Source: an optimization exercise on an open RTL-to-GDS flow (aim: small area). Production flows keep margins and buffers that such runs may drop.
The RTL was checked by simulation tests, not by an equivalence proof against the original design.
No driver is modelled on the clock port, so clocking that relies on it looks cheaper here than on a real chip.
Power and IR drop assume default switching activity.

==> design/flow/config.mk <==
export PLATFORM = sky130hd
export DESIGN_NAME = driver
export DESIGN_NICKNAME = driver
export VERILOG_FILES = /design/flow/design.v
export SDC_FILE = /design/flow/constraint.sdc
export NUM_CORES = 4
export LEC_CHECK = 0
export CAP_MARGIN = 20
export CORE_MARGIN = 2
export CORE_UTILIZATION = 55
export GPL_TIMING_DRIVEN = 0
export PLACE_DENSITY = 0.7
export SLEW_MARGIN = 20
==> design/flow/flow/abc.script <==
strash
dch
amap
topo
mfs3 -a
topo
mfs3 -a
topo
==> design/flow/design.v <==
module coord_list(
    input clk,
    input rst,
    input NE1,
    input NWE,
    input [2:0] ADDR,
    input [7:0] DATA,
    output reg [9:0] xc,
    output reg xn,
    output reg [9:0] yc,
    output reg [1:0] col
);
    wire we = ~NE1 & ~NWE;
    wire [7:0] d = rst ? 8'd0 : DATA;
    wire [1:0] hi = (d[3] | d[2]) ? 2'd3 : d[1:0];
    always @(posedge clk) begin
        if (rst | (we & (ADDR == 3'd2))) xc[7:0] <= d;
        if (rst | (we & (ADDR == 3'd3))) begin
            xc[9:8] <= hi;
            xn <= d[4];
        end
        if (rst | (we & (ADDR == 3'd4))) yc[7:0] <= d;
        if (rst | (we & (ADDR == 3'd5))) yc[9:8] <= hi;
        if (rst | (we & (ADDR == 3'd1))) col <= d[1:0];
    end
endmodule
module driver(
    input clk,
    input rst,
    input NE1,
    input NWE,
    input [2:0] ADDR,
    input [7:0] DATA,
    output r,
    output g,
    output b,
    output h_sync,
    output v_sync
);
    wire [9:0] xc, yc;
    wire xn;
    wire [1:0] col;
    coord_list regs(
        .clk(clk), .rst(rst), .NE1(NE1), .NWE(NWE), .ADDR(ADDR), .DATA(DATA),
        .xc(xc), .xn(xn), .yc(yc), .col(col)
    );
    reg [9:0] hc, vc;
    reg p, m;
    reg [1:0] cc;
    wire [9:0] hc_n, vc_n;
    wire p_n, m_n;
    wire [1:0] cc_n;
    core c(
        .rst(rst), .hc(hc), .vc(vc), .xc(xc), .xn(xn), .yc(yc), .col(col),
        .p(p), .m(m), .cc(cc),
        .hc_n(hc_n), .vc_n(vc_n), .p_n(p_n), .m_n(m_n), .cc_n(cc_n),
        .h_sync(h_sync), .v_sync(v_sync), .r(r), .g(g), .b(b)
    );
    always @(posedge clk) begin
        hc <= hc_n;
        vc <= vc_n;
        p <= p_n;
        m <= m_n;
        cc <= cc_n;
    end
endmodule
module core(
    input rst,
    input [9:0] hc, input [9:0] vc,
    input [9:0] xc, input xn, input [9:0] yc, input [1:0] col,
    input p, input m, input [1:0] cc,
    output [9:0] hc_n, output [9:0] vc_n,
    output p_n, output m_n, output [1:0] cc_n,
    output h_sync, output v_sync,
    output r, output g, output b
);
  wire new_n79, new_n80, new_n81, new_n83, new_n84, new_n85, new_n87,
    new_n88, new_n89, new_n91, new_n92, new_n93, new_n95, new_n96, new_n97,
    new_n98, new_n99, new_n100, new_n102, new_n103, new_n104, new_n106,
    new_n107, new_n108, new_n110, new_n111, new_n112, new_n114, new_n116,
    new_n117, new_n118, new_n119, new_n120, new_n121, new_n122, new_n124,
    new_n125, new_n126, new_n128, new_n129, new_n130, new_n132, new_n133,
    new_n134, new_n136, new_n137, new_n138, new_n140, new_n141, new_n142,
    new_n144, new_n145, new_n146, new_n148, new_n149, new_n150, new_n152,
    new_n153, new_n154, new_n155, new_n156, new_n157, new_n159, new_n161,
    new_n162, new_n163, new_n164, new_n165, new_n166, new_n167, new_n168,
    new_n169, new_n170, new_n171, new_n172, new_n173, new_n174, new_n175,
    new_n176, new_n177, new_n178, new_n179, new_n180, new_n181, new_n182,
    new_n183, new_n184, new_n185, new_n186, new_n187, new_n188, new_n189,
    new_n190, new_n191, new_n192, new_n193, new_n194, new_n195, new_n196,
    new_n197, new_n198, new_n199, new_n200, new_n201, new_n202, new_n203,
    new_n204, new_n205, new_n206, new_n207, new_n208, new_n209, new_n210,
    new_n211, new_n212, new_n213, new_n214, new_n215, new_n216, new_n217,
    new_n218, new_n219, new_n220, new_n221, new_n222, new_n223, new_n224,
    new_n225, new_n226, new_n227, new_n228, new_n229, new_n230, new_n231,
    new_n232, new_n233, new_n234, new_n235, new_n236, new_n237, new_n238,
    new_n239, new_n240, new_n241, new_n242, new_n243, new_n244, new_n245,
    new_n246, new_n247, new_n248, new_n249, new_n250, new_n251, new_n252,
    new_n253, new_n254, new_n255, new_n256, new_n257, new_n258, new_n259,
    new_n260, new_n261, new_n262, new_n263, new_n264, new_n265, new_n266,
    new_n267, new_n268, new_n269, new_n270, new_n271, new_n272, new_n273,
    new_n274, new_n275, new_n276, new_n277, new_n278, new_n279, new_n280,
    new_n281, new_n282, new_n283, new_n284, new_n285, new_n286, new_n287,
    new_n288, new_n289, new_n290, new_n291, new_n292, new_n293, new_n294,
    new_n295, new_n296, new_n297, new_n298, new_n299, new_n300, new_n301,
    new_n302, new_n303, new_n304, new_n305, new_n306, new_n307, new_n308,
    new_n309, new_n310, new_n311, new_n312, new_n313, new_n314, new_n315,
    new_n316, new_n317, new_n318, new_n319, new_n320, new_n321, new_n322,
    new_n323, new_n324, new_n325, new_n326, new_n327, new_n328, new_n329,
    new_n330, new_n331, new_n332, new_n333, new_n334, new_n335, new_n336,
    new_n337, new_n338, new_n339, new_n340, new_n341, new_n342, new_n343,
    new_n344, new_n345, new_n346, new_n347, new_n348, new_n349, new_n350,
    new_n351, new_n352, new_n353, new_n354, new_n355, new_n356, new_n357,
    new_n358, new_n359, new_n360, new_n361, new_n362, new_n363, new_n364,
    new_n365, new_n366, new_n367, new_n368, new_n369, new_n370, new_n371,
    new_n372, new_n373, new_n374, new_n375, new_n376, new_n377, new_n378,
    new_n379, new_n380, new_n381, new_n382, new_n383, new_n384, new_n385,
    new_n386, new_n387, new_n388, new_n389, new_n390, new_n391, new_n392,
    new_n393, new_n394, new_n395, new_n396, new_n397, new_n398, new_n399,
    new_n400, new_n401, new_n402, new_n403, new_n404, new_n405, new_n406,
    new_n407, new_n408, new_n409, new_n410, new_n411, new_n412, new_n413,
    new_n414, new_n415, new_n416, new_n417, new_n418, new_n419, new_n420,
    new_n421, new_n422, new_n423, new_n424, new_n425, new_n426, new_n427,
    new_n428, new_n429, new_n430, new_n431, new_n432, new_n433, new_n434,
    new_n435, new_n436, new_n437, new_n438, new_n439, new_n440, new_n441,
    new_n442, new_n443, new_n444, new_n445, new_n446, new_n447, new_n448,
    new_n449, new_n450, new_n451, new_n452, new_n453, new_n454, new_n455,
    new_n456, new_n457, new_n458, new_n460, new_n461, new_n462, new_n463,
    new_n464, new_n466, new_n469, new_n470, new_n471, new_n472, new_n473,
    new_n474, new_n475, new_n476, new_n477, new_n479, new_n480, new_n481,
    new_n482, new_n483, new_n484, new_n485, new_n486, new_n487, new_n488,
    new_n489, new_n490, new_n493;
  assign hc_n[0] = rst | ~hc[0];
  assign new_n79 = hc[0] & hc[1];
  assign new_n80 = ~hc[0] & ~hc[1];
  assign new_n81 = ~rst & ~new_n80;
  assign hc_n[1] = ~new_n79 & new_n81;
  assign new_n83 = hc[2] & new_n79;
  assign new_n84 = ~hc[2] & ~new_n79;
  assign new_n85 = ~rst & ~new_n84;
  assign hc_n[2] = ~new_n83 & new_n85;
  assign new_n87 = hc[3] & new_n83;
  assign new_n88 = ~hc[3] & ~new_n83;
  assign new_n89 = ~rst & ~new_n88;
  assign hc_n[3] = ~new_n87 & new_n89;
  assign new_n91 = hc[4] & new_n87;
  assign new_n92 = ~hc[4] & ~new_n87;
  assign new_n93 = ~rst & ~new_n92;
  assign hc_n[4] = ~new_n91 & new_n93;
  assign new_n95 = hc[8] & hc[9];
  assign new_n96 = new_n91 & new_n95;
  assign new_n97 = ~rst & ~new_n96;
  assign new_n98 = hc[5] & new_n91;
  assign new_n99 = ~hc[5] & ~new_n91;
  assign new_n100 = ~new_n98 & ~new_n99;
  assign hc_n[5] = new_n97 & new_n100;
  assign new_n102 = hc[6] & new_n98;
  assign new_n103 = ~hc[6] & ~new_n98;
  assign new_n104 = new_n97 & ~new_n103;
  assign hc_n[6] = ~new_n102 & new_n104;
  assign new_n106 = hc[7] & new_n102;
  assign new_n107 = ~hc[7] & ~new_n102;
  assign new_n108 = new_n97 & ~new_n107;
  assign hc_n[7] = ~new_n106 & new_n108;
  assign new_n110 = hc[8] & new_n106;
  assign new_n111 = ~hc[8] & ~new_n106;
  assign new_n112 = new_n97 & ~new_n111;
  assign hc_n[8] = ~new_n110 & new_n112;
  assign new_n114 = ~hc[9] & ~new_n110;
  assign hc_n[9] = new_n97 & ~new_n114;
  assign new_n116 = vc[2] & vc[3];
  assign new_n117 = vc[9] & new_n116;
  assign new_n118 = new_n96 & new_n117;
  assign new_n119 = ~rst & ~new_n118;
  assign new_n120 = vc[0] & new_n96;
  assign new_n121 = ~vc[0] & ~new_n96;
  assign new_n122 = ~new_n120 & ~new_n121;
  assign vc_n[0] = new_n119 & new_n122;
  assign new_n124 = ~vc[1] & ~new_n120;
  assign new_n125 = vc[1] & new_n120;
  assign new_n126 = new_n119 & ~new_n125;
  assign vc_n[1] = ~new_n124 & new_n126;
  assign new_n128 = vc[2] & new_n125;
  assign new_n129 = ~vc[2] & ~new_n125;
  assign new_n130 = new_n119 & ~new_n129;
  assign vc_n[2] = ~new_n128 & new_n130;
  assign new_n132 = ~vc[3] & ~new_n128;
  assign new_n133 = new_n116 & new_n125;
  assign new_n134 = new_n119 & ~new_n133;
  assign vc_n[3] = ~new_n132 & new_n134;
  assign new_n136 = vc[4] & new_n133;
  assign new_n137 = ~vc[4] & ~new_n133;
  assign new_n138 = new_n119 & ~new_n137;
  assign vc_n[4] = ~new_n136 & new_n138;
  assign new_n140 = vc[5] & new_n136;
  assign new_n141 = ~vc[5] & ~new_n136;
  assign new_n142 = new_n119 & ~new_n141;
  assign vc_n[5] = ~new_n140 & new_n142;
  assign new_n144 = vc[6] & new_n140;
  assign new_n145 = ~vc[6] & ~new_n140;
  assign new_n146 = new_n119 & ~new_n145;
  assign vc_n[6] = ~new_n144 & new_n146;
  assign new_n148 = vc[7] & new_n144;
  assign new_n149 = ~vc[7] & ~new_n144;
  assign new_n150 = new_n119 & ~new_n149;
  assign vc_n[7] = ~new_n148 & new_n150;
  assign new_n152 = ~vc[8] & ~new_n148;
  assign new_n153 = vc[5] & vc[6];
  assign new_n154 = vc[7] & vc[8];
  assign new_n155 = new_n153 & new_n154;
  assign new_n156 = new_n136 & new_n155;
  assign new_n157 = new_n119 & ~new_n156;
  assign vc_n[8] = ~new_n152 & new_n157;
  assign new_n159 = ~vc[9] & ~new_n156;
  assign vc_n[9] = new_n119 & ~new_n159;
  assign new_n161 = hc[8] & ~hc[9];
  assign new_n162 = xc[8] & ~new_n161;
  assign new_n163 = ~xc[8] & new_n161;
  assign new_n164 = ~new_n162 & ~new_n163;
  assign new_n165 = ~hc[6] & xc[6];
  assign new_n166 = hc[6] & ~xc[6];
  assign new_n167 = ~new_n165 & ~new_n166;
  assign new_n168 = ~hc[5] & ~new_n95;
  assign new_n169 = xc[5] & new_n168;
  assign new_n170 = hc[4] & ~new_n95;
  assign new_n171 = xc[4] & ~new_n170;
  assign new_n172 = ~hc[3] & xc[3];
  assign new_n173 = hc[3] & ~xc[3];
  assign new_n174 = ~new_n172 & ~new_n173;
  assign new_n175 = hc[2] & ~xc[2];
  assign new_n176 = hc[0] & ~xc[0];
  assign new_n177 = ~hc[0] & xc[0];
  assign new_n178 = ~new_n176 & ~new_n177;
  assign new_n179 = hc[1] & ~xc[1];
  assign new_n180 = ~hc[1] & xc[1];
  assign new_n181 = ~new_n179 & ~new_n180;
  assign new_n182 = new_n178 & new_n181;
  assign new_n183 = ~new_n176 & ~new_n179;
  assign new_n184 = ~new_n180 & ~new_n183;
  assign new_n185 = ~new_n182 & ~new_n184;
  assign new_n186 = ~hc[2] & xc[2];
  assign new_n187 = ~new_n185 & ~new_n186;
  assign new_n188 = ~new_n175 & ~new_n187;
  assign new_n189 = new_n174 & new_n188;
  assign new_n190 = ~new_n172 & ~new_n189;
  assign new_n191 = ~xc[4] & new_n170;
  assign new_n192 = ~new_n171 & ~new_n191;
  assign new_n193 = ~new_n190 & new_n192;
  assign new_n194 = ~new_n171 & ~new_n193;
  assign new_n195 = ~xc[5] & ~new_n168;
  assign new_n196 = ~new_n169 & ~new_n195;
  assign new_n197 = ~new_n194 & new_n196;
  assign new_n198 = ~new_n169 & ~new_n197;
  assign new_n199 = ~new_n167 & new_n198;
  assign new_n200 = ~xc[6] & ~xc[7];
  assign new_n201 = new_n199 & ~new_n200;
  assign new_n202 = ~xc[7] & new_n165;
  assign new_n203 = ~new_n166 & ~new_n202;
  assign new_n204 = ~new_n198 & new_n203;
  assign new_n205 = ~new_n201 & ~new_n204;
  assign new_n206 = ~new_n164 & ~new_n205;
  assign new_n207 = new_n164 & new_n205;
  assign new_n208 = ~new_n206 & ~new_n207;
  assign new_n209 = new_n190 & ~new_n192;
  assign new_n210 = ~new_n193 & ~new_n209;
  assign new_n211 = ~new_n175 & ~new_n186;
  assign new_n212 = new_n182 & new_n211;
  assign new_n213 = new_n174 & new_n212;
  assign new_n214 = new_n210 & new_n213;
  assign new_n215 = new_n208 & ~new_n214;
  assign new_n216 = new_n194 & ~new_n196;
  assign new_n217 = ~new_n197 & ~new_n216;
  assign new_n218 = new_n215 & new_n217;
  assign new_n219 = ~new_n215 & ~new_n217;
  assign new_n220 = ~new_n218 & ~new_n219;
  assign new_n221 = vc[2] & ~vc[9];
  assign new_n222 = yc[2] & ~new_n221;
  assign new_n223 = ~yc[2] & new_n221;
  assign new_n224 = ~new_n222 & ~new_n223;
  assign new_n225 = vc[1] & ~yc[1];
  assign new_n226 = ~vc[1] & yc[1];
  assign new_n227 = ~yc[0] & ~new_n226;
  assign new_n228 = ~new_n225 & ~new_n227;
  assign new_n229 = ~vc[6] & yc[6];
  assign new_n230 = vc[6] & ~yc[6];
  assign new_n231 = ~new_n229 & ~new_n230;
  assign new_n232 = ~vc[5] & ~vc[9];
  assign new_n233 = ~yc[5] & ~new_n232;
  assign new_n234 = yc[5] & new_n232;
  assign new_n235 = ~vc[4] & yc[4];
  assign new_n236 = ~new_n234 & ~new_n235;
  assign new_n237 = ~new_n233 & ~new_n236;
  assign new_n238 = ~new_n223 & new_n228;
  assign new_n239 = vc[3] & ~vc[9];
  assign new_n240 = yc[3] & ~new_n239;
  assign new_n241 = ~new_n222 & ~new_n240;
  assign new_n242 = ~new_n238 & new_n241;
  assign new_n243 = ~new_n233 & ~new_n234;
  assign new_n244 = vc[4] & ~yc[4];
  assign new_n245 = new_n243 & ~new_n244;
  assign new_n246 = ~yc[3] & new_n239;
  assign new_n247 = new_n245 & ~new_n246;
  assign new_n248 = ~new_n242 & new_n247;
  assign new_n249 = ~new_n237 & ~new_n248;
  assign new_n250 = new_n231 & ~new_n249;
  assign new_n251 = ~new_n231 & new_n249;
  assign new_n252 = ~new_n250 & ~new_n251;
  assign new_n253 = ~new_n228 & new_n252;
  assign new_n254 = ~new_n225 & ~new_n226;
  assign new_n255 = vc[0] & ~yc[0];
  assign new_n256 = ~vc[0] & yc[0];
  assign new_n257 = ~new_n255 & ~new_n256;
  assign new_n258 = new_n254 & new_n257;
  assign new_n259 = new_n228 & ~new_n252;
  assign new_n260 = ~new_n258 & ~new_n259;
  assign new_n261 = ~new_n253 & new_n260;
  assign new_n262 = new_n224 & new_n261;
  assign new_n263 = ~new_n224 & ~new_n261;
  assign new_n264 = ~new_n262 & ~new_n263;
  assign new_n265 = new_n220 & ~new_n264;
  assign new_n266 = ~new_n235 & ~new_n244;
  assign new_n267 = ~new_n240 & ~new_n246;
  assign new_n268 = new_n222 & new_n252;
  assign new_n269 = new_n223 & ~new_n252;
  assign new_n270 = ~new_n268 & ~new_n269;
  assign new_n271 = ~new_n262 & new_n270;
  assign new_n272 = new_n267 & new_n271;
  assign new_n273 = new_n246 & new_n252;
  assign new_n274 = new_n240 & ~new_n252;
  assign new_n275 = ~new_n273 & ~new_n274;
  assign new_n276 = ~new_n272 & new_n275;
  assign new_n277 = new_n266 & ~new_n276;
  assign new_n278 = new_n244 & new_n252;
  assign new_n279 = new_n235 & ~new_n252;
  assign new_n280 = ~new_n278 & ~new_n279;
  assign new_n281 = ~new_n277 & new_n280;
  assign new_n282 = ~new_n243 & new_n281;
  assign new_n283 = new_n243 & ~new_n281;
  assign new_n284 = ~new_n282 & ~new_n283;
  assign new_n285 = ~new_n265 & ~new_n284;
  assign new_n286 = ~new_n176 & new_n208;
  assign new_n287 = ~new_n177 & ~new_n208;
  assign new_n288 = ~new_n286 & ~new_n287;
  assign new_n289 = new_n181 & new_n288;
  assign new_n290 = ~new_n181 & ~new_n288;
  assign new_n291 = ~new_n289 & ~new_n290;
  assign new_n292 = ~new_n178 & ~new_n291;
  assign new_n293 = ~new_n285 & ~new_n292;
  assign new_n294 = new_n252 & ~new_n256;
  assign new_n295 = ~new_n252 & ~new_n255;
  assign new_n296 = ~new_n294 & ~new_n295;
  assign new_n297 = new_n254 & new_n296;
  assign new_n298 = ~new_n254 & ~new_n296;
  assign new_n299 = ~new_n297 & ~new_n298;
  assign new_n300 = ~new_n257 & ~new_n299;
  assign new_n301 = ~new_n284 & ~new_n300;
  assign new_n302 = ~new_n293 & ~new_n301;
  assign new_n303 = ~new_n184 & new_n208;
  assign new_n304 = ~new_n185 & ~new_n208;
  assign new_n305 = ~new_n303 & ~new_n304;
  assign new_n306 = new_n211 & ~new_n305;
  assign new_n307 = ~new_n211 & new_n305;
  assign new_n308 = ~new_n306 & ~new_n307;
  assign new_n309 = new_n220 & ~new_n308;
  assign new_n310 = new_n264 & ~new_n284;
  assign new_n311 = ~new_n309 & ~new_n310;
  assign new_n312 = ~new_n266 & new_n276;
  assign new_n313 = ~new_n277 & ~new_n312;
  assign new_n314 = ~new_n267 & ~new_n271;
  assign new_n315 = ~new_n272 & ~new_n314;
  assign new_n316 = new_n313 & ~new_n315;
  assign new_n317 = new_n208 & ~new_n213;
  assign new_n318 = new_n210 & ~new_n317;
  assign new_n319 = ~new_n210 & new_n317;
  assign new_n320 = ~new_n318 & ~new_n319;
  assign new_n321 = ~new_n174 & ~new_n188;
  assign new_n322 = ~new_n189 & ~new_n321;
  assign new_n323 = new_n208 & ~new_n212;
  assign new_n324 = new_n322 & ~new_n323;
  assign new_n325 = ~new_n322 & new_n323;
  assign new_n326 = ~new_n324 & ~new_n325;
  assign new_n327 = new_n320 & ~new_n326;
  assign new_n328 = ~new_n316 & ~new_n327;
  assign new_n329 = ~new_n311 & ~new_n328;
  assign new_n330 = ~new_n302 & new_n329;
  assign new_n331 = ~new_n257 & ~new_n285;
  assign new_n332 = ~new_n284 & ~new_n331;
  assign new_n333 = ~new_n315 & new_n332;
  assign new_n334 = new_n182 & new_n320;
  assign new_n335 = new_n258 & new_n313;
  assign new_n336 = ~new_n334 & ~new_n335;
  assign new_n337 = ~new_n326 & ~new_n332;
  assign new_n338 = new_n336 & ~new_n337;
  assign new_n339 = ~new_n333 & new_n338;
  assign new_n340 = ~new_n284 & new_n308;
  assign new_n341 = ~new_n265 & ~new_n340;
  assign new_n342 = ~new_n178 & ~new_n284;
  assign new_n343 = ~new_n331 & ~new_n342;
  assign new_n344 = new_n311 & ~new_n343;
  assign new_n345 = ~new_n341 & ~new_n344;
  assign new_n346 = new_n328 & ~new_n345;
  assign new_n347 = ~new_n339 & new_n346;
  assign new_n348 = ~new_n330 & ~new_n347;
  assign new_n349 = ~new_n339 & new_n341;
  assign new_n350 = new_n339 & ~new_n341;
  assign new_n351 = ~new_n349 & ~new_n350;
  assign new_n352 = ~new_n315 & ~new_n326;
  assign new_n353 = ~new_n311 & ~new_n352;
  assign new_n354 = ~new_n302 & new_n336;
  assign new_n355 = new_n343 & ~new_n354;
  assign new_n356 = ~new_n343 & new_n354;
  assign new_n357 = ~new_n355 & ~new_n356;
  assign new_n358 = new_n353 & new_n357;
  assign new_n359 = new_n302 & new_n311;
  assign new_n360 = ~new_n299 & ~new_n332;
  assign new_n361 = ~new_n291 & new_n332;
  assign new_n362 = ~new_n360 & ~new_n361;
  assign new_n363 = new_n359 & ~new_n362;
  assign new_n364 = ~new_n359 & new_n362;
  assign new_n365 = ~new_n363 & ~new_n364;
  assign new_n366 = ~new_n358 & new_n365;
  assign new_n367 = ~new_n351 & new_n366;
  assign new_n368 = new_n348 & new_n367;
  assign new_n369 = new_n315 & new_n326;
  assign new_n370 = ~new_n352 & ~new_n369;
  assign new_n371 = new_n343 & new_n370;
  assign new_n372 = new_n341 & ~new_n371;
  assign new_n373 = ~new_n365 & ~new_n372;
  assign new_n374 = ~new_n348 & new_n373;
  assign new_n375 = ~new_n368 & ~new_n374;
  assign new_n376 = new_n220 & ~new_n369;
  assign new_n377 = new_n326 & new_n359;
  assign new_n378 = ~new_n376 & ~new_n377;
  assign new_n379 = ~new_n313 & ~new_n378;
  assign new_n380 = new_n284 & ~new_n379;
  assign new_n381 = new_n315 & ~new_n343;
  assign new_n382 = ~new_n264 & ~new_n381;
  assign new_n383 = ~new_n313 & new_n315;
  assign new_n384 = new_n320 & ~new_n383;
  assign new_n385 = ~new_n382 & new_n384;
  assign new_n386 = ~new_n313 & ~new_n315;
  assign new_n387 = ~new_n182 & new_n313;
  assign new_n388 = ~new_n326 & ~new_n387;
  assign new_n389 = ~new_n265 & new_n388;
  assign new_n390 = ~new_n386 & ~new_n389;
  assign new_n391 = ~new_n320 & ~new_n390;
  assign new_n392 = ~new_n352 & ~new_n391;
  assign new_n393 = ~new_n385 & new_n392;
  assign new_n394 = ~new_n220 & new_n320;
  assign new_n395 = ~hc[8] & hc[9];
  assign new_n396 = ~new_n163 & ~new_n395;
  assign new_n397 = ~new_n206 & ~new_n396;
  assign new_n398 = ~xc[9] & ~new_n397;
  assign new_n399 = xc[9] & new_n397;
  assign new_n400 = ~new_n398 & ~new_n399;
  assign new_n401 = new_n214 & new_n217;
  assign new_n402 = ~hc[7] & ~xc[7];
  assign new_n403 = hc[7] & xc[7];
  assign new_n404 = ~new_n402 & ~new_n403;
  assign new_n405 = xc[6] & new_n404;
  assign new_n406 = new_n166 & ~new_n404;
  assign new_n407 = ~new_n405 & ~new_n406;
  assign new_n408 = ~new_n401 & new_n407;
  assign new_n409 = new_n208 & ~new_n408;
  assign new_n410 = xn & ~new_n401;
  assign new_n411 = new_n162 & ~new_n395;
  assign new_n412 = ~new_n199 & ~new_n411;
  assign new_n413 = ~new_n410 & new_n412;
  assign new_n414 = ~new_n208 & ~new_n413;
  assign new_n415 = ~hc[6] & new_n405;
  assign new_n416 = ~new_n165 & ~new_n404;
  assign new_n417 = new_n164 & new_n416;
  assign new_n418 = ~new_n415 & ~new_n417;
  assign new_n419 = ~new_n199 & new_n418;
  assign new_n420 = ~new_n231 & ~new_n237;
  assign new_n421 = vc[7] & ~yc[7];
  assign new_n422 = ~vc[7] & yc[7];
  assign new_n423 = ~new_n421 & ~new_n422;
  assign new_n424 = ~new_n229 & ~new_n423;
  assign new_n425 = vc[8] & ~yc[8];
  assign new_n426 = new_n229 & ~new_n421;
  assign new_n427 = ~new_n425 & new_n426;
  assign new_n428 = ~vc[8] & yc[8];
  assign new_n429 = ~yc[9] & ~new_n428;
  assign new_n430 = ~new_n422 & new_n425;
  assign new_n431 = new_n429 & ~new_n430;
  assign new_n432 = ~new_n427 & new_n431;
  assign new_n433 = ~new_n424 & new_n432;
  assign new_n434 = ~new_n420 & new_n433;
  assign new_n435 = yc[9] & ~new_n425;
  assign new_n436 = new_n421 & ~new_n429;
  assign new_n437 = ~new_n435 & new_n436;
  assign new_n438 = ~yc[6] & ~new_n422;
  assign new_n439 = ~new_n425 & new_n429;
  assign new_n440 = ~new_n438 & new_n439;
  assign new_n441 = ~new_n437 & ~new_n440;
  assign new_n442 = yc[6] & ~new_n423;
  assign new_n443 = ~new_n245 & ~new_n442;
  assign new_n444 = new_n420 & new_n443;
  assign new_n445 = ~new_n441 & new_n444;
  assign new_n446 = ~new_n434 & ~new_n445;
  assign new_n447 = ~rst & ~new_n446;
  assign new_n448 = ~new_n419 & new_n447;
  assign new_n449 = ~new_n414 & new_n448;
  assign new_n450 = ~new_n409 & new_n449;
  assign new_n451 = ~new_n400 & new_n450;
  assign new_n452 = ~new_n394 & new_n451;
  assign new_n453 = ~new_n393 & new_n452;
  assign new_n454 = ~new_n353 & ~new_n357;
  assign new_n455 = ~new_n284 & ~new_n378;
  assign new_n456 = ~new_n454 & ~new_n455;
  assign new_n457 = new_n453 & new_n456;
  assign new_n458 = ~new_n380 & new_n457;
  assign p_n = ~new_n375 & new_n458;
  assign new_n460 = ~hc[7] & ~hc[8];
  assign new_n461 = hc[9] & ~new_n460;
  assign new_n462 = ~rst & ~vc[9];
  assign new_n463 = p & new_n462;
  assign new_n464 = ~new_n155 & new_n463;
  assign m_n = ~new_n461 & new_n464;
  assign new_n466 = ~rst & m;
  assign cc_n[0] = col[0] & new_n466;
  assign cc_n[1] = col[1] & new_n466;
  assign new_n469 = ~hc[1] & ~hc[2];
  assign new_n470 = ~hc[3] & new_n469;
  assign new_n471 = hc[4] & ~new_n470;
  assign new_n472 = ~hc[5] & ~hc[6];
  assign new_n473 = ~new_n471 & new_n472;
  assign new_n474 = hc[5] & hc[6];
  assign new_n475 = new_n471 & new_n474;
  assign new_n476 = hc[7] & new_n395;
  assign new_n477 = ~new_n475 & new_n476;
  assign h_sync = new_n473 | ~new_n477;
  assign new_n479 = ~hc[4] & ~hc[9];
  assign new_n480 = ~vc[0] & new_n479;
  assign new_n481 = new_n460 & new_n472;
  assign new_n482 = new_n480 & new_n481;
  assign new_n483 = new_n470 & new_n482;
  assign new_n484 = ~vc[1] & vc[2];
  assign new_n485 = new_n483 & ~new_n484;
  assign new_n486 = vc[1] & ~vc[2];
  assign new_n487 = ~new_n483 & ~new_n486;
  assign new_n488 = ~vc[4] & new_n239;
  assign new_n489 = new_n155 & new_n488;
  assign new_n490 = ~new_n487 & new_n489;
  assign v_sync = new_n485 | ~new_n490;
  assign r = cc[0] & cc[1];
  assign new_n493 = ~cc[0] & ~cc[1];
  assign g = ~r & ~new_n493;
  assign b = cc[0] & ~cc[1];
endmodule
==> design/flow/constraint.sdc <==
create_clock -name core_clock -period 5.0 [get_ports {clk}]
set_input_delay 1.0000 -clock core_clock [delete_from_list [all_inputs] [get_ports {clk}]]
set_output_delay 1.0000 -clock core_clock [all_outputs]
set_load 0.01 [all_outputs]
==> design/flow/standard.sh <==
#!/bin/bash
# synth_recipe.tcl (not shown) runs the flow's synth.tcl, then flattens the netlist and writes it again
# the make line also repeats each setting of config.mk as NAME=value (left out here)
make -C /OpenROAD-flow-scripts/flow DESIGN_CONFIG=/design/flow/config.mk WORK_HOME=/design/flow/orfs CLKGATE_MAP_FILE= SYNTH_SCRIPT=/design/flow/synth_recipe.tcl "${@:-finish}"
==> design/flow/flow/run.sh <==
#!/bin/bash
# Own layout flow: the standard ORFS flow (standard.sh), with these
# changes only:
#  - synthesis is the standard script, but ABC maps with flow/abc.script
#    (area-oriented) and the full-adder extraction step is skipped; the
#    flip-flops are mapped before ABC exactly as in the standard synthesis;
#  - port buffers use the smallest buffer (buf_1);
#  - clock tree synthesis inserts no dummy loads;
#  - after the global-route timing repair, gates off the critical paths
#    are downsized again (RECOVER_POWER).
set -euo pipefail
W=$PWD
sed "s#log_cmd abc {\*}\$abc_args#log_cmd abc -script $W/flow/abc.script {*}[lrange \$abc_args 2 end]#" \
    "$FLOW_HOME/scripts/synth.tcl" > "$W/synth_mod.tcl"
grep -q "flow/abc.script" "$W/synth_mod.tcl"
sed "s#\$::env(SCRIPTS_DIR)/synth.tcl#$W/synth_mod.tcl#" "$W/synth_recipe.tcl" > "$W/my_synth.tcl"
grep -q "synth_mod.tcl" "$W/my_synth.tcl"
sed "s#SYNTH_SCRIPT=[^ ]*#SYNTH_SCRIPT=$W/my_synth.tcl#" "$W/standard.sh" > "$W/my_standard.sh"
grep -q "my_synth.tcl" "$W/my_standard.sh"
CTS="-sink_clustering_enable -repair_clock_nets -dont_use_dummy_load"
[ -f "$W/flow/cts_args" ] && CTS="$(cat "$W/flow/cts_args")"
bash "$W/my_standard.sh" ADDER_MAP_FILE= \
    "BUFFER_PORTS_ARGS=-buffer_cell sky130_fd_sc_hd__buf_1" \
    "CTS_ARGS=$CTS" \
    RECOVER_POWER=100 \
    finish > "$W/flow_make.log" 2>&1
==> results of run 1 <==
cell type report:
cell class | count | area, um2
timing repair buffer | 24 | 109
tap | 67 | 83.8
clock buffer | 5 | 68.8
multi-input combinational | 266 | 1430
fill | 420 | 1710
sequential | 47 | 1170
inverter | 39 | 146
routing by layer:
metal / vias up / routed length (um) / GRT usage, % / share of wire [%]
met5: - / 0 / 0 / 0
li1: 1332 / - / - / -
met3: 9 / 320 / 5.83 / 5.1
met2: 67 / 2840 / 38.6 / 46
met4: 0 / 118 / 9.09 / 1.9
met1: 1147 / 2940 / 32.7 / 47
worst max-delay path by stage:
stage	end	startpoint	slack [ns]	cells after the start
after floorplan	p$_DFF_P_	vc[9]$_DFF_P_	0.68	24
after global placement	p$_DFF_P_	vc[9]$_DFF_P_	-0.13	24
after detailed placement	p$_DFF_P_	vc[9]$_DFF_P_	-0.17	24
after CTS	p$_DFF_P_	regs.xc[1]$_DFFE_PP_	0.06	26
after global routing	p$_DFF_P_	hc[0]$_DFF_P_	-0.003	26
final	p$_DFF_P_	regs.xc[1]$_DFFE_PP_	0.47	26
kinds of logic after synthesis:
group	count (synthesis)	synth area share (%)
simple gates	156	25.6
compound gates	110	25.7
flops	47	43.3
buf+inv	39	5.42
power by group:
part | leakage (nW) | total [W] | switching (W) | internal [W]
Clock | 0.0359 | 0.000207 | 0.000117 | 0.0000904
Combinational | 0.548 | 0.000282 | 0.000180 | 0.000102
Sequential | 0.418 | 0.000440 | 0.0000143 | 0.000426
Total | 1.00 | 0.000930 | 0.000311 | 0.000619
sequential cells by signal (all words and copies together) (netlist names):
name	cells
m	1
p	1
regs.xn	1
cc	2
hc	10
regs.col	2
regs.yc	10
regs.xc	10
vc	10
cell usage in the layout, fill, tap and decap left out, types with 2 or more instances in the layout:
master / instances
nor2_1: 71
clkinv_1: 37
nand2_1: 35
o21ai_0: 33
dfxtp_1: 24
edfxtp_1: 23
buf_1: 18
nor2b_1: 16
a21oi_1: 16
nor3_1: 13
o22ai_1: 11
a211oi_1: 8
nand2b_1: 5
o221ai_1: 5
clkbuf_8: 5
buf_4: 5
and3_1: 4
a21oi_2: 4
a31oi_1: 4
o31ai_1: 4
o2111ai_1: 4
and2_0: 3
nand3_1: 3
o21ai_2: 3
a22oi_1: 3
nor4_1: 2
inv_2: 2
o22a_1: 2
o32ai_1: 2
worst max-delay path: cells and delay by family, from the launching register on:
kind,cells,cell delay [ns]
AOI/OAI and AO/OA,13,2.25
buffers and inverters,1,0.15
DFF,1,0.42
and+or+nand+nor,12,1.61
through the flow:
step / TNS (ns) / setup WS [ns] / power, W
4_1_cts: 0 / 0.0638 / 0.000907
5_1_grt: -0.00338 / -0.00338 / 0.000983
6_report: 0 / 0.471 / 0.000930
2_1_floorplan: 0 / 0.680 / 0.000638
3_3_place_gp: -0.128 / -0.128 / 0.000691
3_5_place_dp: -0.172 / -0.172 / 0.000697
what timing repair did:
item	4_1_cts	5_1_grt
hold buffers	0	0
setup buffers	0	5
pin swaps	0	3
setup endpoints to repair	1	1
resized for setup	4	15
==> run notes, run 1 <==
Area fraction of the dominant cell type after synthesis = 25.6%
Vias in the first global route = 2,233
Root buffer cell = clkbuf_8
Drt wl/cell = 13.9 um
Die Footprint = 5490 um2
Status = complete, no violations
H-tree depth = 2
Num CTS Buffers = 5
Cell with the most instances after synthesis = nor2_1
Die X = 74.1 um
Vias = 2,555
Hold Violations, Final = 0
Power Density = 309 nW/um2
Post-synth EDFFs = 23
Type of origin of the critical path = flip-flop
Register area share after synthesis = 43.3%
Initial cell density of the core = 57.2%
Most common cell on crit path = nand2_1
Total track usage = 24.4%
Placed Area = 2860 um2
Hold Path Sink = hc[0]$_DFF_P_
Final hold slack = 0.415 ns
Yosys reg bits = 47
Post-Route WL = 6.22 mm
Total Nets Final = 398
DR iter-0 viols = 177
Hold depth = 1
Ports = 20
Clock Latency Late Sink = 0.30 ns
Maxcap violations = 0
Arr. time, crit path = 4.74 ns
Port Buf Inserts = 19
Critical-path top delay cell = edfxtp_1
Final Cycle Share = 90.6%
Area grow syn2layout = 11.4%
Largest net degree at the start of global routing = 18
Gr ovfl total = 0
Core area = 4720 um2
Vias per cell = 5.70
Worst R2R Setup Slack = 0.47 ns
Syn_area_per_cell = 7.68 um2
Gate Count Post-Synth = 352
TritonCTS Sinks = 47
CP Max Fanout = 5
First-pass GRT wire length = 10.2 mm
Hold Startpoint = hc[0]$_DFF_P_
Distinct cells, synth = 34
Die Y = 74.1 um
Worst-Margin Slew = 1.25 ns
1st-pass router iterations = 5
Non-Filler Instances = 448
Rel. slew slack = 16.2%
WS Path Type = flip-flop to flip-flop
Worst min path class = flip-flop to flip-flop
Worst r2r dst = p$_DFF_P_
Placed cell count = 438
Slew Viols, Final = 0
Worst r2r src = regs.xc[1]$_DFFE_PP_
CTS tree = built
Yosys top cell by area = edfxtp_1
CP Capture Type = flip-flop
Antenna violations before repair = 0
Synth Cell Area = 2700 um2
Clock Skews = 0.0198 ns
Ys async rst share = 0%
Share of layout cells above drive strength 1 = 6.04%
Post-synth top cells = 72 x nor2_1, 39 x clkinv_1, 37 x o21ai_0
Ant. Diodes = 0
Fmax = 0.221 GHz
Synth warnings = 2
CTS Buffer Depth = 2
Worst-path clk slew = 0.09 ns
P_leak = 1.00 nW
Final Wtd Congestion = 0.907
# rows = 25
Dpl hpwl = 4.79 mm
Main synth FF type = dfxtp_1
VDD IR-drop max = 0.204 mV
R2R cell count = 26
Post-layout util = 63.7%
Required time worst endpoint = 5.21 ns
Slowest Stage Delay on Critical Path = 0.42 ns
Largest cells by area after synthesis = edfxtp_1 26%, dfxtp_1 18%, nor2_1 10%
Drt drc = 0
Design area = 3010 um2
Final antenna-violating net count = 0
Post-synthesis net count = 367
Setup-failing EPs final = 0
Fin crit period = 4.53 ns
==> run 2: changes to the inputs <==
==> design/flow/flow/abc.script (replaced) <==
strash
dch
amap
topo
mfs3 -a
topo
==> run 2 against run 1 <==
  * Global-route usage is 0.61 points lower
  * Critical path depth unchanged
  * Sequential share of layout area is 0.39 points higher
  * Largest power group unchanged
  * Highest routed layer unchanged
==> run notes, run 2 <==
Met3 GRT Util = 4.47%
Die X = 74.1 um
Syn_area_per_cell = 7.68 um2
1st-pass router iterations = 4
Fin crit period = 4.54 ns
Met2 Use GR = 37.5%
R2R cell count = 26
Power Density = 308 nW/um2
Most common cell on crit path = nor2_1
Ant. Diodes = 0
Hold Violations, Final = 0
Design area = 2980 um2
Worst Slack Setup Final = 0.459 ns
Die Y = 74.1 um
Die Footprint = 5490 um2
Critical Path Start = regs.yc[1]$_DFFE_PP_
Fill cell count = 415
Pre-CTS setup slack = -0.138 ns
Total track usage = 23.8%
Setup-failing EPs final = 0
Synth warnings = 2
Final Cycle Share = 90.8%
Commonest non-fill, non-tap cell in the layout = nor2_1
Sw power = 0.000307 W
Hold depth = 1
Area fraction of the dominant cell type after synthesis = 25.6%
Clock share of power = 22.4%
Non-Filler Instances = 445
Register share of total power = 47.9%
Placed Area = 2860 um2
Post-Route WL = 6.21 mm
Slowest Stage Delay on Critical Path = 0.35 ns
Antenna violations before repair = 0
Buf/Inv on CP = 3
Met1 usage = 33.1%
Required time worst endpoint = 5.22 ns
Clock Skews = 0.0180 ns
Area grow syn2layout = 10.3%
Total Nets Final = 395
Largest net degree at the start of global routing = 18
Worst r2r dst = p$_DFF_P_
Commonest non-fill, non-tap cells in the layout = 70 x nor2_1, 38 x clkinv_1, 34 x nand2_1
CP Capture Type = flip-flop
Hold Path Sink = hc[0]$_DFF_P_
H-tree depth = 2
Ports = 20
Main synth FF type = dfxtp_1
Post-layout util = 63.1%
Worst R2R Setup Slack = 0.46 ns
Sw frac = 33.4%
Pint = 0.000612 W
Worst-Margin Slew = 1.27 ns
Distinct cells, synth = 33
Dpl hpwl = 4.82 mm
Status = complete, no violations
TritonCTS Sinks = 47
Fmax = 0.220 GHz
CTS tree = built
Gr ovfl total = 0
Initial cell density of the core = 57.2%
Register area share after synthesis = 43.3%
Cell with the most instances after synthesis = nor2_1
Largest cells by area after synthesis = edfxtp_1 26%, dfxtp_1 18%, nor2_1 9.9%
Clock Latency Late Sink = 0.30 ns
Synth Cell Area = 2700 um2
WS Path Type = flip-flop to flip-flop
Core area = 4720 um2
First-pass GRT wire length = 9.81 mm
Port Buf Inserts = 19
DR iter-0 viols = 145
Combinational share of power = 29.7%
Post-synthesis net count = 367
Maxcap violations = 0
Yosys top cell by area = edfxtp_1
CTS Buffer Depth = 2
Rel. slew slack = 14.8%
Total chip power = 0.000919 W
Yosys reg bits = 47
Worst r2r src = regs.yc[1]$_DFFE_PP_
Post-synth top cells = 71 x nor2_1, 40 x clkinv_1, 37 x o21ai_0
Vias in the first global route = 2,131
P_leak = 0.989 nW
Final antenna-violating net count = 0
Critical-path top delay cell = a222oi_1
Num CTS Buffers = 5
Vias per cell = 5.63
Drt wl/cell = 14.0 um
Arr. time, crit path = 4.76 ns
CP Max Fanout = 6
Worst min path class = flip-flop to flip-flop
GRT busiest layer = met2
Drt drc = 0
Final Wtd Congestion = 0.885
VDD IR-drop max = 0.232 mV
# rows = 25
Hold Startpoint = hc[0]$_DFF_P_
Ys async rst share = 0%
Critical path's top delay family = compound AO/OA/AOI/OAI gates
Worst-path clk slew = 0.08 ns
Post-synth EDFFs = 23
Gate Count Post-Synth = 352
Type of origin of the critical path = flip-flop
Vias = 2,504
Share of layout cells above drive strength 1 = 4.76%
Placed cell count = 438
Root buffer cell = clkbuf_8
Slew Viols, Final = 0
run 2: cell count changes after synthesis:
cell / before / now
nor3_1: 13 / 14
and3_1: 4 / 5
nor2_1: 72 / 71
nor3b_1: 1 / 0
nand2_1: 35 / 34
clkinv_1: 39 / 40
run 2: worst max path at each step:
stage / to / slack, ns / cells after the start
3_5_place_dp: p$_DFF_P_ / -0.14 / 24
3_3_place_gp: p$_DFF_P_ / -0.14 / 24
4_1_cts: p$_DFF_P_ / 0.08 / 26
5_1_grt: p$_DFF_P_ / -0.02 / 28
6_report: p$_DFF_P_ / 0.46 / 26
2_1_floorplan: p$_DFF_P_ / 0.68 / 24
run 2: cells by family (layout without fill, tap and decap cells):
logic type             after synthesis  after routing  share of synthesized area, %
buffers and inverters               40             66                          5.56
AND/OR/NAND/NOR                    155            155                          25.4
flip-flops                          47             47                          43.3
AO/OA/AOI/OAI                      110            110                          25.7
run 2: what timing repair did:
action | 4_1_cts | 5_1_grt
buffers inserted | 0 | 2
resized for setup | 4 | 13
hold endpoints to repair | 0 | 0
hold buffers | 0 | 0
setup endpoints to repair | 1 | 1
pin swaps | 0 | 1
run 2: power by group through the flow:
stage	logic (W)	clock network, W	registers (W)
after global routing	0.000305	0.000226	0.000442
after global placement	0.000244	0	0.000448
after CTS	0.000254	0.000212	0.000440
final	0.000273	0.000206	0.000440
after floorplan	0.000196	0	0.000442
after detailed placement	0.000249	0	0.000449
run 2: through the flow:
step / hold WS [ns] / TNS [ns]
4_1_cts: 0.426 / 0
5_1_grt: 0.446 / -0.0219
3_3_place_gp: 0.394 / -0.137
3_5_place_dp: 0.414 / -0.138
6_report: 0.424 / 0
2_1_floorplan: 0.384 / 0
run 2: layer usage:
metal / wire (um) / up-vias
li1: - / 1331
met1: 2930 / 1109
met2: 2940 / 54
met3: 242 / 10
met4: 101 / 0
met5: 0 / -
run 2: final cells by class:
type / instances / area, um2 / share of cell area (%)
clock buffer: 5 / 68.8 / 2.31
inverter: 40 / 150 / 5.04
multi-input combinational: 265 / 1420 / 47.6
sequential: 47 / 1170 / 39.3
tap: 67 / 83.8 / 2.81
timing repair buffer: 21 / 86.3 / 2.90
==> run 3: changes to the inputs <==
--- a/design/flow/flow/run.sh
+++ b/design/flow/flow/run.sh
@@ -23,4 +23,5 @@
     "BUFFER_PORTS_ARGS=-buffer_cell sky130_fd_sc_hd__buf_1" \
     "CTS_ARGS=$CTS" \
     RECOVER_POWER=100 \
+    SETUP_MOVE_SEQUENCE=unbuffer,sizeup,swap \
     finish > "$W/flow_make.log" 2>&1
==> run 3 against run 2 <==
  * Worst setup slack better by 0.058 ns
  * Final area down 0.29%
  * Largest power group unchanged
  * Clock skew about the same
  * Largest cell class unchanged
  * Flip-flop and latch count unchanged
  * Still clean
==> run notes, run 3 <==
Arr. time, crit path = 4.70 ns
Slew Viols, Final = 0
Final antenna-violating net count = 0
Cell with the most instances after synthesis = nor2_1
Synth warnings = 2
1st-pass router iterations = 4
P_leak = 0.980 nW
Critical-path top delay cell = edfxtp_1
XOR/XNOR Fraction of Synth Area = 0%
Final hold slack = 0.424 ns
WS Path Type = flip-flop to flip-flop
VDD IR-drop max = 0.233 mV
Syn_area_per_cell = 7.68 um2
Setup Buffers After CTS = 0
Post-Synth Adder-Cell Area = 0%
H-tree depth = 2
CP Capture Type = flip-flop
# rows = 25
Clock Skews = 0.0178 ns
Drt drc = 0
Placed cell count = 438
Final Wtd Congestion = 0.885
Post-synth EDFFs = 23
Root buffer cell = clkbuf_8
Status = complete, no violations
CTS tree = built
Area fraction of the dominant cell type after synthesis = 25.6%
Worst Slack Setup Final = 0.516 ns
Post-synthesis net count = 367
Rel. slew slack = 14.1%
Multi-input logic area = 1430 um2
Share of layout cells above drive strength 1 = 4.79%
Setup-failing EPs final = 0
Worst R2R Setup Slack = 0.52 ns
Synth Cell Area = 2700 um2
Post-synth top cells = 71 x nor2_1, 40 x clkinv_1, 37 x o21ai_0
Vias in the first global route = 2,131
DR iter-0 viols = 116
Dpl hpwl = 4.82 mm
Total track usage = 23.8%
Fmax = 0.223 GHz
Gr ovfl total = 0
Vias = 2,490
Worst min path class = flip-flop to flip-flop
Ports = 20
Post-Route WL = 6.21 mm
First-pass GRT wire length = 9.81 mm
Total Nets Final = 393
Ys async rst share = 0%
Worst r2r src = regs.yc[1]$_DFFE_PP_
TritonCTS Sinks = 47
Worst-path clk slew = 0.09 ns
Core area = 4720 um2
Type of origin of the critical path = flip-flop
Hold buffer count at CTS = 0
Num CTS Buffers = 5
Fill cell count = 417
Buf/Inv on CP = 3
CP Max Fanout = 6
Non-Filler Instances = 443
Synth Area in Compound Gates = 25.7%
Design area = 2970 um2
Gate Count Post-Synth = 352
Ant. Diodes = 0
Yosys top cell by area = edfxtp_1
Area grow syn2layout = 9.95%
Register area = 1170 um2
Pre-CTS setup slack = -0.138 ns
Register area share after synthesis = 43.3%
Critical Path Start = regs.yc[1]$_DFFE_PP_
Worst-Margin Slew = 1.28 ns
CTS Buffer Depth = 2
Slowest Stage Delay on Critical Path = 0.34 ns
Multiplexer share of the synthesized area = 0%
Simple-Gate Fraction of Synth Area = 25.4%
R2R cell count = 26
Required time worst endpoint = 5.22 ns
Die X = 74.1 um
Port Buf Inserts = 19
Crit path depth = 26
Die Footprint = 5490 um2
Total chip power = 0.000917 W
Critical path's top delay family = compound AO/OA/AOI/OAI gates
Placed Area = 2860 um2
Fin crit period = 4.48 ns
Commonest non-fill, non-tap cell in the layout = nor2_1
Antenna violations before repair = 0
Largest net degree at the start of global routing = 18
Clock Latency Late Sink = 0.30 ns
Vias per cell = 5.62
Commonest non-fill, non-tap cells in the layout = 69 x nor2_1, 38 x clkinv_1, 34 x nand2_1
Yosys reg bits = 47
Hold Violations, Final = 0
Crit path to = p$_DFF_P_
Power Density = 308 nW/um2
Main synth FF type = dfxtp_1
Initial cell density of the core = 57.2%
Final Cycle Share = 89.7%
Drt wl/cell = 14.0 um
Distinct cells, synth = 33
Die Y = 74.1 um
Worst r2r dst = p$_DFF_P_
Maxcap violations = 0
Largest cells by area after synthesis = edfxtp_1 26%, dfxtp_1 18%, nor2_1 9.9%
Largest family of logic cells by synthesized area = compound AO/OA/AOI/OAI gates
run 3: layout make-up:
class                   count  share of cell area (%)
flip-flops and latches     47                    39.4
multi-input cells         265                    48.0
clock buffers               5                    2.32
inverters                  40                    5.05
repair buffers             19                    2.40
well taps                  67                    2.82
run 3: cells by family (layout without fill, tap and decap cells):
kind of cell | Yosys count | in the layout
flops | 47 | 47
simple gates | 155 | 155
compound gates | 110 | 110
buf+inv | 40 | 64
run 3: how the worst min path moves through the flow:
stage                       start             to  slack (ns)  depth (start not counted)
CTS                     p$_DFF_P_      m$_DFF_P_        0.43                          2
floorplan           hc[0]$_DFF_P_  hc[0]$_DFF_P_        0.38                          1
global placement    hc[0]$_DFF_P_  hc[0]$_DFF_P_        0.39                          1
global route            p$_DFF_P_      m$_DFF_P_        0.45                          2
detailed placement  hc[0]$_DFF_P_  hc[0]$_DFF_P_        0.41                          1
finish              hc[0]$_DFF_P_  hc[0]$_DFF_P_        0.42                          1
run 3: routing by layer:
metal	vias up	GRT usage, %	share of wire, %
li1	1332	-	-
met1	1101	33.1	48
met3	6	4.47	3.2
met2	51	37.5	47
met4	0	8.28	1.5
met5	-	0	0
run 3: what timing repair did:
action | in CTS | in global routing
cloned | 0 | 0
setup endpoints to repair | 1 | 1
pin swaps | 0 | 2
gates resized for setup | 4 | 14
hold endpoints to repair | 0 | 0
run 3: where the power goes:
group	total, W	switching [W]	internal [W]
registers	0.000440	0.0000143	0.000426
clock network	0.000207	0.000117	0.0000904
logic	0.000269	0.000176	0.0000929
total	0.000917	0.000307	0.000609
run 3: stage by stage:
step	setup TNS [ns]	utilization [%]
after floorplan	0	-
after global placement	-0.137	60.5
after detailed placement	-0.138	60.6
after CTS	0	62.3
after global routing	-0.0179	62.9
final	0	62.9
==> run 4: changes to the inputs <==
--- a/design/flow/flow/run.sh
+++ b/design/flow/flow/run.sh
@@ -6,8 +6,9 @@
 #    flip-flops are mapped before ABC exactly as in the standard synthesis;
 #  - port buffers use the smallest buffer (buf_1);
 #  - clock tree synthesis inserts no dummy loads;
-#  - after the global-route timing repair, gates off the critical paths
-#    are downsized again (RECOVER_POWER).
+#  - timing repair only resizes and swaps pins (no new buffers), and after
+#    the global-route repair, gates off the critical paths are downsized
+#    again (RECOVER_POWER).
 set -euo pipefail
 W=$PWD
 sed "s#log_cmd abc {\*}\$abc_args#log_cmd abc -script $W/flow/abc.script {*}[lrange \$abc_args 2 end]#" \
==> run 4 against run 3 <==
  * First-iteration DRC count stayed put
  * Critical path depth stayed put
  * Via count stayed put
  * Clock skew stayed put
  * Worst setup slack stayed put
  * Count of clock-buffer cells in the layout stayed put
  * Critical path type unchanged
==> run notes, run 4 <==
Status = complete, no violations
CP Capture Type = flip-flop
Die Footprint = 5490 um2
Maxcap violations = 0
VDD IR-drop max = 0.233 mV
Main synth FF type = dfxtp_1
Num CTS Buffers = 5
Die X = 74.1 um
Syn_area_per_cell = 7.68 um2
Vias = 2,490
Final Cycle Share = 89.7%
Largest net degree at the start of global routing = 18
Fmax = 0.223 GHz
Core area = 4720 um2
Worst-Margin Slew = 1.28 ns
Register area share after synthesis = 43.3%
Gate Count Post-Synth = 352
Setup-failing EPs final = 0
Area fraction of the dominant cell type after synthesis = 25.6%
Worst-path clk slew = 0.09 ns
Fin crit period = 4.48 ns
Power Density = 308 nW/um2
Setup Buffers After CTS = 0
Arr. time, crit path = 4.70 ns
Distinct cells, synth = 33
Synth warnings = 2
H-tree depth = 2
P_leak = 0.980 nW
DR iter-0 viols = 116
Commonest non-fill, non-tap cells in the layout = 69 x nor2_1, 38 x clkinv_1, 34 x nand2_1
Post-synth EDFFs = 23
Die Y = 74.1 um
Drt drc = 0
Post-synthesis net count = 367
Final Wtd Congestion = 0.885
Yosys reg bits = 47
Hold Violations, Final = 0
Clock Skews = 0.0178 ns
Clock Latency Late Sink = 0.30 ns
Rel. slew slack = 14.1%
Port Buf Inserts = 19
Ports = 20
Total Nets Final = 393
Gr ovfl total = 0
# rows = 25
Drt wl/cell = 14.0 um
Cell with the most instances after synthesis = nor2_1
Vias in the first global route = 2,131
Synth Cell Area = 2700 um2
CP Max Fanout = 6
Final antenna-violating net count = 0
Share of layout cells above drive strength 1 = 4.79%
Vias per cell = 5.62
Root buffer cell = clkbuf_8
Worst min path class = flip-flop to flip-flop
Area grow syn2layout = 9.95%
Commonest non-fill, non-tap cell in the layout = nor2_1
Dpl hpwl = 4.82 mm
1st-pass router iterations = 4
WS Path Type = flip-flop to flip-flop
Post-synth top cells = 71 x nor2_1, 40 x clkinv_1, 37 x o21ai_0
Initial cell density of the core = 57.2%
Post-Route WL = 6.21 mm
Ant. Diodes = 0
Post-layout util = 62.9%
CTS tree = built
Final hold slack = 0.424 ns
Yosys top cell by area = edfxtp_1
Largest cells by area after synthesis = edfxtp_1 26%, dfxtp_1 18%, nor2_1 9.9%
Required time worst endpoint = 5.22 ns
CTS Buffer Depth = 2
Slew Viols, Final = 0
Ys async rst share = 0%
Type of origin of the critical path = flip-flop
Antenna violations before repair = 0
Total track usage = 23.8%
First-pass GRT wire length = 9.81 mm
TritonCTS Sinks = 47
[run 4: cell counts in the layout (fill, tap and decap cells not counted)]
No cell type changed its count.
[run 4: logic make-up (layout without fill, tap and decap cells)]
kind of cell | count (synthesis) | after routing | synth area share, %
compound gates | 110 | 110 | 25.7
flops | 47 | 47 | 43.3
simple gates | 155 | 155 | 25.4
buf+inv | 40 | 64 | 5.56
[run 4: routing by layer]
| metal | part of all wire [%] | up-vias | GRT usage [%] |
|---|---|---|---|
| met2 | 47 | 51 | 37.5 |
| li1 | - | 1332 | - |
| met5 | 0 | - | 0 |
| met1 | 48 | 1101 | 33.1 |
| met4 | 1.5 | 0 | 8.28 |
| met3 | 3.2 | 6 | 4.47 |
[run 4: layout make-up]
type,instances,area (um2)
Multi-Input combinational cell,265,1430
Inverter,40,150
Tap cell,67,83.8
Fill cell,417,1750
Sequential cell,47,1170
Timing Repair Buffer,19,71.3
Clock buffer,5,68.8
[run 4: final timing paths]
kind / start / end / slack (ns) / cells past startpoint
hold / removal: hc[0]$_DFF_P_ / hc[0]$_DFF_P_ / 0.42 / 1
setup / recovery: regs.yc[1]$_DFFE_PP_ / p$_DFF_P_ / 0.52 / 26
setup reg to reg: regs.yc[1]$_DFFE_PP_ / p$_DFF_P_ / 0.52 / 26
hold reg to reg: hc[0]$_DFF_P_ / hc[0]$_DFF_P_ / 0.42 / 1
[run 4: worst max-delay path, stage by stage, from the launching register on]
cell and delay (ns):
edfxtp_1 0.34, clkinv_1 0.09, nor2_2 0.12, a21oi_1 0.10
a21oi_2 0.21, o211ai_1 0.12, a31oi_1 0.23, nor2_1 0.10
a21oi_2 0.25, inv_2 0.11, o21ai_0 0.16, a21oi_1 0.08
a222oi_1 0.33, nand2_1 0.12, o221ai_1 0.11, nand2_1 0.10
o221ai_1 0.12, nor2_1 0.09, a21oi_2 0.24, inv_2 0.11
nor2_2 0.18, o21ai_2 0.09, a221oi_2 0.33, o21ai_0 0.14
a2111oi_1 0.31, a31oi_1 0.09, nor2_1 0.13
[run 4: stage by stage]
step | power (W) | worst slack (ns) | area, um2 | TNS (ns) | instances
final | 0.000917 | 0.516 | 2970 | 0 | 443
after global routing | 0.000970 | -0.0179 | 2970 | -0.0179 | 443
after CTS | 0.000906 | 0.0788 | 2940 | 0 | 443
after detailed placement | 0.000698 | -0.138 | 2860 | -0.138 | 438
after global placement | 0.000692 | -0.137 | 2860 | -0.137 | 438
after floorplan | 0.000638 | 0.680 | 2700 | 0 | 352
[run 4: power by group]
part,switching (W),internal (W)
Sequential,0.0000143,0.000426
Clock,0.000117,0.0000904
Combinational,0.000176,0.0000929
Total,0.000307,0.000609
[run 4: repair_timing]
| item | 4_1_cts | 5_1_grt |
|---|---|---|
| hold buffers | 0 | 0 |
| setup endpoints to repair | 1 | 1 |
| gates resized for setup | 4 | 14 |
| pin swaps | 0 | 2 |
==> run 5: changes to the inputs <==
--- a/design/flow/flow/run.sh
+++ b/design/flow/flow/run.sh
@@ -5,7 +5,8 @@
 #    (area-oriented) and the full-adder extraction step is skipped; the
 #    flip-flops are mapped before ABC exactly as in the standard synthesis;
 #  - port buffers use the smallest buffer (buf_1);
-#  - clock tree synthesis inserts no dummy loads;
+#  - instead of clock tree synthesis, flow/clock.tcl drives all flip-flops
+#    from one clock buffer;
 #  - timing repair only resizes and swaps pins (no new buffers), and after
 #    the global-route repair, gates off the critical paths are downsized
 #    again (RECOVER_POWER).
@@ -18,11 +19,16 @@
 grep -q "synth_mod.tcl" "$W/my_synth.tcl"
 sed "s#SYNTH_SCRIPT=[^ ]*#SYNTH_SCRIPT=$W/my_synth.tcl#" "$W/standard.sh" > "$W/my_standard.sh"
 grep -q "my_synth.tcl" "$W/my_standard.sh"
-CTS="-sink_clustering_enable -repair_clock_nets -dont_use_dummy_load"
-[ -f "$W/flow/cts_args" ] && CTS="$(cat "$W/flow/cts_args")"
+# ORFS scripts with clock_tree_synthesis replaced by flow/clock.tcl
+rm -rf "$W/scripts"
+cp -r "$FLOW_HOME/scripts" "$W/scripts"
+sed -i 's#^log_cmd clock_tree_synthesis {\*}\$cts_args#source $::env(CLOCK_TCL)#' "$W/scripts/cts.tcl"
+grep -q 'CLOCK_TCL' "$W/scripts/cts.tcl"
 bash "$W/my_standard.sh" ADDER_MAP_FILE= \
     "BUFFER_PORTS_ARGS=-buffer_cell sky130_fd_sc_hd__buf_1" \
-    "CTS_ARGS=$CTS" \
+    "SCRIPTS_DIR=$W/scripts" \
+    "CLOCK_TCL=$W/flow/clock.tcl" \
+    CLOCK_BUF_CELL=sky130_fd_sc_hd__clkbuf_16 \
     RECOVER_POWER=100 \
     SETUP_MOVE_SEQUENCE=unbuffer,sizeup,swap \
     finish > "$W/flow_make.log" 2>&1
==> design/flow/flow/clock.tcl (new file) <==
# Clock distribution in place of clock_tree_synthesis: one clock buffer,
# placed at the centroid of the flip-flops, drives every clock pin; the
# clock port drives only that buffer.
set block [ord::get_db_block]
set clk_net [$block findNet clk]
set xs 0.0
set ys 0.0
set n 0
foreach it [$clk_net getITerms] {
  set bb [[$it getInst] getBBox]
  set xs [expr {$xs + ([$bb xMin] + [$bb xMax]) / 2.0}]
  set ys [expr {$ys + ([$bb yMin] + [$bb yMax]) / 2.0}]
  incr n
}
set dbu [$block getDbUnitsPerMicron]
set loc [list [expr {$xs / $n / $dbu}] [expr {$ys / $n / $dbu}]]
puts "clock.tcl: $n clock pins, buffer at $loc"
log_cmd insert_buffer -buffer_cell $::env(CLOCK_BUF_CELL) -net clk -location $loc \
  -buffer_name clkbuf_root -net_name clknet_root
$clk_net setSigType CLOCK
[$block findNet clknet_root] setSigType CLOCK
==> run 5 against run 4 <==
  * The flow now stops in clock tree synthesis (4_1_cts)
  * Area after synthesis unchanged
  * Synthesized cell count unchanged
==> run notes, run 5 <==
Status = stopped before the end
Last stage = clock tree synthesis (4_1_cts)
Tool error = Error: cts.tcl, 36 invalid command name "NULL"
Pre-CTS setup slack = -0.138 ns
Area fraction of the dominant cell type after synthesis = 25.6%
Die X = 74.1 um
Yosys top cell by area = edfxtp_1
Ports = 20
Dpl hpwl = 4.82 mm
Post-synth top cells = 71 x nor2_1, 40 x clkinv_1, 37 x o21ai_0
Synth warnings = 2
Distinct cells, synth = 33
Synth Cell Area = 2700 um2
Initial cell density of the core = 57.2%
Ys async rst share = 0%
Post-synth EDFFs = 23
Yosys reg bits = 47
Final Wtd Congestion = 0.885
Gate Count Post-Synth = 352
Largest cells by area after synthesis = edfxtp_1 26%, dfxtp_1 18%, nor2_1 9.9%
Main synth FF type = dfxtp_1
Register area share after synthesis = 43.3%
Post-synthesis net count = 367
Syn_area_per_cell = 7.68 um2
Cell with the most instances after synthesis = nor2_1
# rows = 25
Port Buf Inserts = 19
Die Y = 74.1 um
Placed Area = 2860 um2
[run 5: cell counts after synthesis]
Identical to the previous run, type by type.
[run 5: how the worst min path moves through the flow]
stage	startpoint	endpoint	slack, ns	cells past startpoint
after floorplan	hc[0]$_DFF_P_	hc[0]$_DFF_P_	0.38	1
after global placement	hc[0]$_DFF_P_	hc[0]$_DFF_P_	0.39	1
after detailed placement	hc[0]$_DFF_P_	hc[0]$_DFF_P_	0.41	1
[run 5: kinds of logic after synthesis]
kind of cell	share of synthesized area (%)
AO/OA/AOI/OAI	25.7
flip-flops	43.3
AND/OR/NAND/NOR	25.4
buffers and inverters	5.56
[run 5: per-stage QoR]
step / TNS (ns) / std cells / hold WS [ns] / power, W
2_1_floorplan: 0 / 352 / 0.384 / 0.000638
3_3_place_gp: -0.137 / 438 / 0.394 / 0.000692
3_5_place_dp: -0.138 / 438 / 0.414 / 0.000698
[run 5: power groups by stage]
stage               logic (W)  registers [W]  clock network [W]
global placement     0.000244       0.000448                  0
detailed placement   0.000249       0.000449                  0
floorplan            0.000196       0.000442                  0
==> run 6: changes to the inputs <==
--- a/design/flow/flow/clock.tcl
+++ b/design/flow/flow/clock.tcl
@@ -17,5 +17,9 @@
 puts "clock.tcl: $n clock pins, buffer at $loc"
 log_cmd insert_buffer -buffer_cell $::env(CLOCK_BUF_CELL) -net clk -location $loc \
   -buffer_name clkbuf_root -net_name clknet_root
-$clk_net setSigType CLOCK
-[$block findNet clknet_root] setSigType CLOCK
+set buf [$block findInst clkbuf_root]
+if { $buf == "NULL" } { error "clock.tcl: no clock buffer inserted" }
+set out_net [[$buf findITerm X] getNet]
+puts "clock.tcl: [$buf getName] ([[$buf getMaster] getName]) drives [$out_net getName], [llength [$out_net getITerms]] pins"
+[[$buf findITerm A] getNet] setSigType CLOCK
+$out_net setSigType CLOCK
==> run 6 against run 5 <==
  * Area after synthesis unchanged
  * The flow again stops in clock tree synthesis (4_1_cts)
  * Synthesized cell count stayed put
==> run notes, run 6 <==
Distinct cells, synth = 33
Tool error = Error: cts.tcl, 36 clock.tcl: no clock buffer inserted
Yosys top cell by area = edfxtp_1
Yosys reg bits = 47
Post-synth top cells = 71 x nor2_1, 40 x clkinv_1, 37 x o21ai_0
Gate Count Post-Synth = 352
Ports = 20
Final Wtd Congestion = 0.885
# rows = 25
Synth warnings = 2
Placed Area = 2860 um2
Synth Cell Area = 2700 um2
Initial cell density of the core = 57.2%
Die X = 74.1 um
Dpl hpwl = 4.82 mm
Cell with the most instances after synthesis = nor2_1
Register area share after synthesis = 43.3%
Port Buf Inserts = 19
Last stage = clock tree synthesis (4_1_cts)
Post-synth EDFFs = 23
Die Y = 74.1 um
Area fraction of the dominant cell type after synthesis = 25.6%
Largest cells by area after synthesis = edfxtp_1 26%, dfxtp_1 18%, nor2_1 9.9%
Ys async rst share = 0%
Main synth FF type = dfxtp_1
Status = stopped before the end
Syn_area_per_cell = 7.68 um2
Post-synthesis net count = 367
run 6: cell counts after synthesis:
Identical to the previous run, type by type.
run 6: worst max path at each step:
stage / start / to / slack (ns) / depth (start not counted)
after detailed placement: vc[9]$_DFF_P_ / p$_DFF_P_ / -0.14 / 24
after global placement: vc[9]$_DFF_P_ / p$_DFF_P_ / -0.14 / 24
after floorplan: vc[9]$_DFF_P_ / p$_DFF_P_ / 0.68 / 24
run 6: cells by family after synthesis:
| logic type | synth area share [%] |
|---|---|
| DFF | 43.3 |
| AOI/OAI and AO/OA | 25.7 |
| buffers and inverters | 5.56 |
| and+or+nand+nor | 25.4 |
run 6: per-stage QoR:
step,std cells,setup WS (ns)
after floorplan,352,0.680
after global placement,438,-0.137
after detailed placement,438,-0.138
run 6: power by group through the flow:
| stage | clock network, W | registers (W) | logic (W) |
|---|---|---|---|
| 2_1_floorplan | 0 | 0.000442 | 0.000196 |
| 3_3_place_gp | 0 | 0.000448 | 0.000244 |
| 3_5_place_dp | 0 | 0.000449 | 0.000249 |

-- afterwards: timing with drivers on the ports --
How much do the figures lean on ideal ports? The routed layouts below were timed once more, with nothing changed but the port constraints. Step 1: set_driving_cell puts a clkbuf_16 on clk and a buf_2 on each other input, an assumption about the parent block. Step 2 adds t to the input delays and takes it off the output delays; t is the mean of the earliest and latest rising clock arrival at the registers after step 1. Input paths then give back, and output paths get back, about the clock's delay inside the block. a / b / c = ideal / step 1 / step 2; a / b = the first two.
run	t, ns	setup slack, ns	hold slack, ns	worst setup path at the end	worst data-port slew with drivers (ns)
run 1	0.319	0.471 / 0.471 / 0.471	0.415 / 0.415 / 0.415	register to register	0.03
run 2	0.314	0.459 / 0.459 / 0.459	0.424 / 0.424 / 0.424	register to register	0.03
run 3	0.314	0.516 / 0.516 / 0.516	0.424 / 0.424 / 0.424	register to register	0.03
run 4	0.314	0.516 / 0.516 / 0.516	0.424 / 0.424 / 0.424	register to register	0.03
After both steps setup and hold are still met in every run listed.
